From an optimization exercise on the open Yosys and OpenROAD flow, aimed at small area and a short achievable clock period; shortcuts taken in it are not production practice.

==> module UnaryMultiplier, before the edit <==
module UnaryMultiplier
#(
    parameter INPUT_WIDTH = 32,
    parameter COUNT_WIDTH = $clog2(INPUT_WIDTH + 1),
    parameter EPSILON = 8
)
(
    input logic a,
    input logic b,
    input logic [1:0] ready,
    input logic clk,
    input logic reset,
    output logic valid,
    output logic y
);
    logic [5:0]  a_ones, b_ones, a_upper, b_upper, y_count;
    logic [5:0]  g_lower;    
    logic [5:0]  f_upper;    
    logic [10:0] d_upper, d_lower;
    logic        ea, eb, za, zb;
    logic        near_l, near_u, emit, bit1, done;
    logic [5:0]  ab_ones, ab_upper;
    logic [6:0]  hl, hu;
    logic [10:0] dl, du;
    logic [5:0]  yc;
    logic [3:0]  hg, hp;
    logic        c4, neg;
    function automatic [10:0] add11(input [10:0] x, input [10:0] y, input cin);
        logic [11:0] gg, pp;
        gg = {x & y, cin};
        pp = {x ^ y, 1'b0};
        for (int l = 1; l < 12; l = l * 2)
            for (int i = 2 * l - 1; i < 12; i += 2 * l) begin
                gg[i] = gg[i] | (pp[i] & gg[i - l]);
                pp[i] = pp[i] & pp[i - l];
            end
        for (int l = 4; l >= 1; l = l / 2)
            for (int i = 3 * l - 1; i < 12; i += 2 * l) begin
                gg[i] = gg[i] | (pp[i] & gg[i - l]);
                pp[i] = pp[i] & pp[i - l];
            end
        add11 = x ^ y ^ gg[10:0];
    endfunction
    always_comb begin
        ea = ready[0] & a;
        za = ready[0] & ~a;
        eb = ready[1] & b;
        zb = ready[1] & ~b;
        ab_ones = a_ones + b_ones + 6'd1;
        ab_upper = a_upper + b_upper - 6'd1;
        case ({g_lower[5:4], valid, y})
            4'b00_10: hl = 7'd1;
            4'b00_11: hl = 7'h7f;
            4'b01_10: hl = 7'd2;
            4'b01_11: hl = 7'd0;
            4'b10_10: hl = 7'd3;
            4'b10_11: hl = 7'd1;
            4'b11_10: hl = 7'd4;
            4'b11_11: hl = 7'd2;
            default:  hl = {5'd0, g_lower[5:4]};
        endcase
        dl = add11(d_lower, {hl, g_lower[3:0]}, 1'b0);
        case ({f_upper[5:4], valid, y})
            4'b11_10: hu = 7'h7d;
            4'b11_11: hu = 7'h7b;
            4'b10_10: hu = 7'h7e;
            4'b10_11: hu = 7'h7c;
            4'b01_10: hu = 7'h7f;
            4'b01_11: hu = 7'h7d;
            4'b00_10: hu = 7'h00;
            4'b00_11: hu = 7'h7e;
            default:  hu = {5'h1f, ~f_upper[5:4]};
        endcase
        du = add11(d_upper, {hu, ~f_upper[3:0]}, 1'b1);
        yc = y_count + valid;
        done = yc[5];
        near_l = ~dl[10] | (&dl[9:7]);                              
        near_u = du[10] | (~|du[9:8] & (~du[7] | ~|du[6:4]));       
        hg = du[7:4] & dl[7:4];
        hp = du[7:4] ^ dl[7:4];
        c4 = hg[3] | (hp[3] & hg[2]) | (hp[3] & hp[2] & hg[1]) | (hp[3] & hp[2] & hp[1] & hg[0]);
        neg = (du[8] & dl[8]) | ((du[8] ^ dl[8]) & ~c4);
        bit1 = near_l & (~near_u | ~neg);
        emit = ~done & (near_l | near_u);
    end
    always_ff @(posedge clk or negedge reset) begin
        if (!reset) begin
            a_ones <= 0;
            b_ones <= 0;
            a_upper <= 6'd32;
            b_upper <= 6'd32;
            g_lower <= 0;
            f_upper <= 0;
            y_count <= 0;
            d_lower <= 11'h600;    
            d_upper <= 11'h200;    
            y <= 1'b0;
            valid <= 1'b0;
        end else begin
            a_ones <= a_ones + ea;
            b_ones <= b_ones + eb;
            a_upper <= a_upper - za;
            b_upper <= b_upper - zb;
            g_lower <= ({6{ea & ~eb}} & b_ones) | ({6{eb & ~ea}} & a_ones) | ({6{ea & eb}} & ab_ones);
            f_upper <= ({6{za & ~zb}} & b_upper) | ({6{zb & ~za}} & a_upper) | ({6{za & zb}} & ab_upper);
            y_count <= yc;
            d_lower <= dl;
            d_upper <= du;
            valid <= emit;
            y <= bit1;
        end
    end
endmodule
==> flow/config.mk <==
export PLATFORM = sky130hd
export DESIGN_NAME = UnaryMultiplier
export DESIGN_NICKNAME = UnaryMultiplier
export VERILOG_FILES = /design/flow/design.v
export SDC_FILE = /design/flow/constraint.sdc
export NUM_CORES = 4
export LEC_CHECK = 0
export CAP_MARGIN = 20
export CORE_MARGIN = 2
export CORE_UTILIZATION = 40
export PLACE_DENSITY = 0.6
export SLEW_MARGIN = 20
==> flow/constraint.sdc <==
create_clock -name core_clock -period 8.0 [get_ports {clk}]
set_input_delay 1.6000 -clock core_clock [delete_from_list [all_inputs] [get_ports {clk}]]
set_output_delay 1.6000 -clock core_clock [all_outputs]
set_load 0.01 [all_outputs]
standard.sh (not shown) runs the stock make flow with config.mk's settings and CLKGATE_MAP_FILE= SYNTH_SCRIPT=/design/flow/synth_recipe.tcl, a recipe that flattens the netlist after the stock synthesis.
==> flow/flow/run.sh <==
#!/bin/bash
# The standard layout, except that:
#  - synthesis maps the logic with flow/abc_speed.script (three rounds of
#    &syn2/&dch/&nf) instead of ORFS's ABC script; the rest of synthesis,
#    and so the registers, are ORFS's as run by standard.sh;
#  - the ports get plain buf_2 buffers;
#  - timing repair aims at a setup slack of SETUP_SLACK_MARGIN.
set -e
rm -rf scripts_alt
cp -r "$FLOW_HOME/scripts" scripts_alt
cp flow/abc_speed.script scripts_alt/abc_speed.script
export BUFFER_PORTS_ARGS="-buffer_cell sky130_fd_sc_hd__buf_2"
export SETUP_SLACK_MARGIN=5.3
bash standard.sh SCRIPTS_DIR="$PWD/scripts_alt" synth > synth.log 2>&1
bash standard.sh > standard.log 2>&1
==> flow/flow/abc_speed.script <==
&get -n
&st
&syn2
&dch
&nf
&st
&syn2
&dch
&nf
&st
&syn2
&dch
&nf
&put
buffer -c
topo
stime -c
upsize -c
dnsize -c
==> next run, changes <==
--- a/flow/design.v
+++ b/flow/design.v
@@ -18,36 +18,25 @@
     logic [5:0]  f_upper;    
     logic [10:0] d_upper, d_lower;
     logic        ea, eb, za, zb;
     logic        near_l, near_u, emit, bit1, done;
     logic [5:0]  ab_ones, ab_upper;
+    logic [5:0]  a_ones_inc, b_ones_inc, a_upper_dec, b_upper_dec;
     logic [6:0]  hl, hu;
     logic [10:0] dl, du;
     logic [5:0]  yc;
     logic [3:0]  hg, hp;
     logic        c4, neg;
-    function automatic [10:0] add11(input [10:0] x, input [10:0] y, input cin);
-        logic [11:0] gg, pp;
-        gg = {x & y, cin};
-        pp = {x ^ y, 1'b0};
-        for (int l = 1; l < 12; l = l * 2)
-            for (int i = 2 * l - 1; i < 12; i += 2 * l) begin
-                gg[i] = gg[i] | (pp[i] & gg[i - l]);
-                pp[i] = pp[i] & pp[i - l];
-            end
-        for (int l = 4; l >= 1; l = l / 2)
-            for (int i = 3 * l - 1; i < 12; i += 2 * l) begin
-                gg[i] = gg[i] | (pp[i] & gg[i - l]);
-                pp[i] = pp[i] & pp[i - l];
-            end
-        add11 = x ^ y ^ gg[10:0];
-    endfunction
     always_comb begin
         ea = ready[0] & a;
         za = ready[0] & ~a;
         eb = ready[1] & b;
         zb = ready[1] & ~b;
+        a_ones_inc = a_ones + 6'd1;
+        b_ones_inc = b_ones + 6'd1;
+        a_upper_dec = a_upper - 6'd1;
+        b_upper_dec = b_upper - 6'd1;
         ab_ones = a_ones + b_ones + 6'd1;
         ab_upper = a_upper + b_upper - 6'd1;
         case ({g_lower[5:4], valid, y})
             4'b00_10: hl = 7'd1;
             4'b00_11: hl = 7'h7f;
@@ -57,11 +46,11 @@
             4'b10_11: hl = 7'd1;
             4'b11_10: hl = 7'd4;
             4'b11_11: hl = 7'd2;
             default:  hl = {5'd0, g_lower[5:4]};
         endcase
-        dl = add11(d_lower, {hl, g_lower[3:0]}, 1'b0);
+        dl = d_lower + {hl, g_lower[3:0]};
         case ({f_upper[5:4], valid, y})
             4'b11_10: hu = 7'h7d;
             4'b11_11: hu = 7'h7b;
             4'b10_10: hu = 7'h7e;
             4'b10_11: hu = 7'h7c;
@@ -69,11 +58,11 @@
             4'b01_11: hu = 7'h7d;
             4'b00_10: hu = 7'h00;
             4'b00_11: hu = 7'h7e;
             default:  hu = {5'h1f, ~f_upper[5:4]};
         endcase
-        du = add11(d_upper, {hu, ~f_upper[3:0]}, 1'b1);
+        du = d_upper + {hu, ~f_upper[3:0]} + 11'd1;
         yc = y_count + valid;
         done = yc[5];
         near_l = ~dl[10] | (&dl[9:7]);                              
         near_u = du[10] | (~|du[9:8] & (~du[7] | ~|du[6:4]));       
         hg = du[7:4] & dl[7:4];
@@ -95,14 +84,14 @@
             d_lower <= 11'h600;    
             d_upper <= 11'h200;    
             y <= 1'b0;
             valid <= 1'b0;
         end else begin
-            a_ones <= a_ones + ea;
-            b_ones <= b_ones + eb;
-            a_upper <= a_upper - za;
-            b_upper <= b_upper - zb;
+            if (ea) a_ones <= a_ones_inc;
+            if (eb) b_ones <= b_ones_inc;
+            if (za) a_upper <= a_upper_dec;
+            if (zb) b_upper <= b_upper_dec;
             g_lower <= ({6{ea & ~eb}} & b_ones) | ({6{eb & ~ea}} & a_ones) | ({6{ea & eb}} & ab_ones);
             f_upper <= ({6{za & ~zb}} & b_upper) | ({6{zb & ~za}} & a_upper) | ({6{za & zb}} & ab_upper);
             y_count <= yc;
             d_lower <= dl;
             d_upper <= du;
Clock skew came out lower by 3.1 ps; synthesized area rises by a few percent; fmax rises by a little under a tenth; cell count went up by roughly a tenth; routed wire length went up by a little under a tenth; global-route usage increases by 0.51 points; design area grows by a few percent.
No functional check of the RTL was part of any run of this note.

==> separate check: timing with driven ports <==
No port has a modelled driver above. Below, the same layouts with a new extraction and two added sets of constraints.
Step 1 (the two cells are an assumption about what drives the block):
set clk [get_ports {clk}]
set_driving_cell -lib_cell sky130_fd_sc_hd__clkbuf_16 $clk
set_driving_cell -lib_cell sky130_fd_sc_hd__buf_2 [delete_from_list [all_inputs] $clk]
Step 2 adds t to the input delays and takes it off the output delays; t is the mean of the earliest and latest rising clock arrival at the registers after step 1. Input paths then give back, and output paths get back, about the clock's delay inside the block.
Three values: ideal, step 1, step 2; two values: the first two.
| run | shift t [ns] | setup slack, ns | worst setup path at the end | pins driven straight from the clock port |
|---|---|---|---|---|
| the first run | 0.377 | 5.066 / 5.066 / 5.066 | register to register | 1 |
| the second run | 0.373 | 5.269 / 5.235 / 5.096 | input to register | 1 |
After both steps setup and hold are still met in every run listed. The setup slack of the second run, which loses most, moves by -0.034 ns with the drivers and by -0.173 ns with both steps.
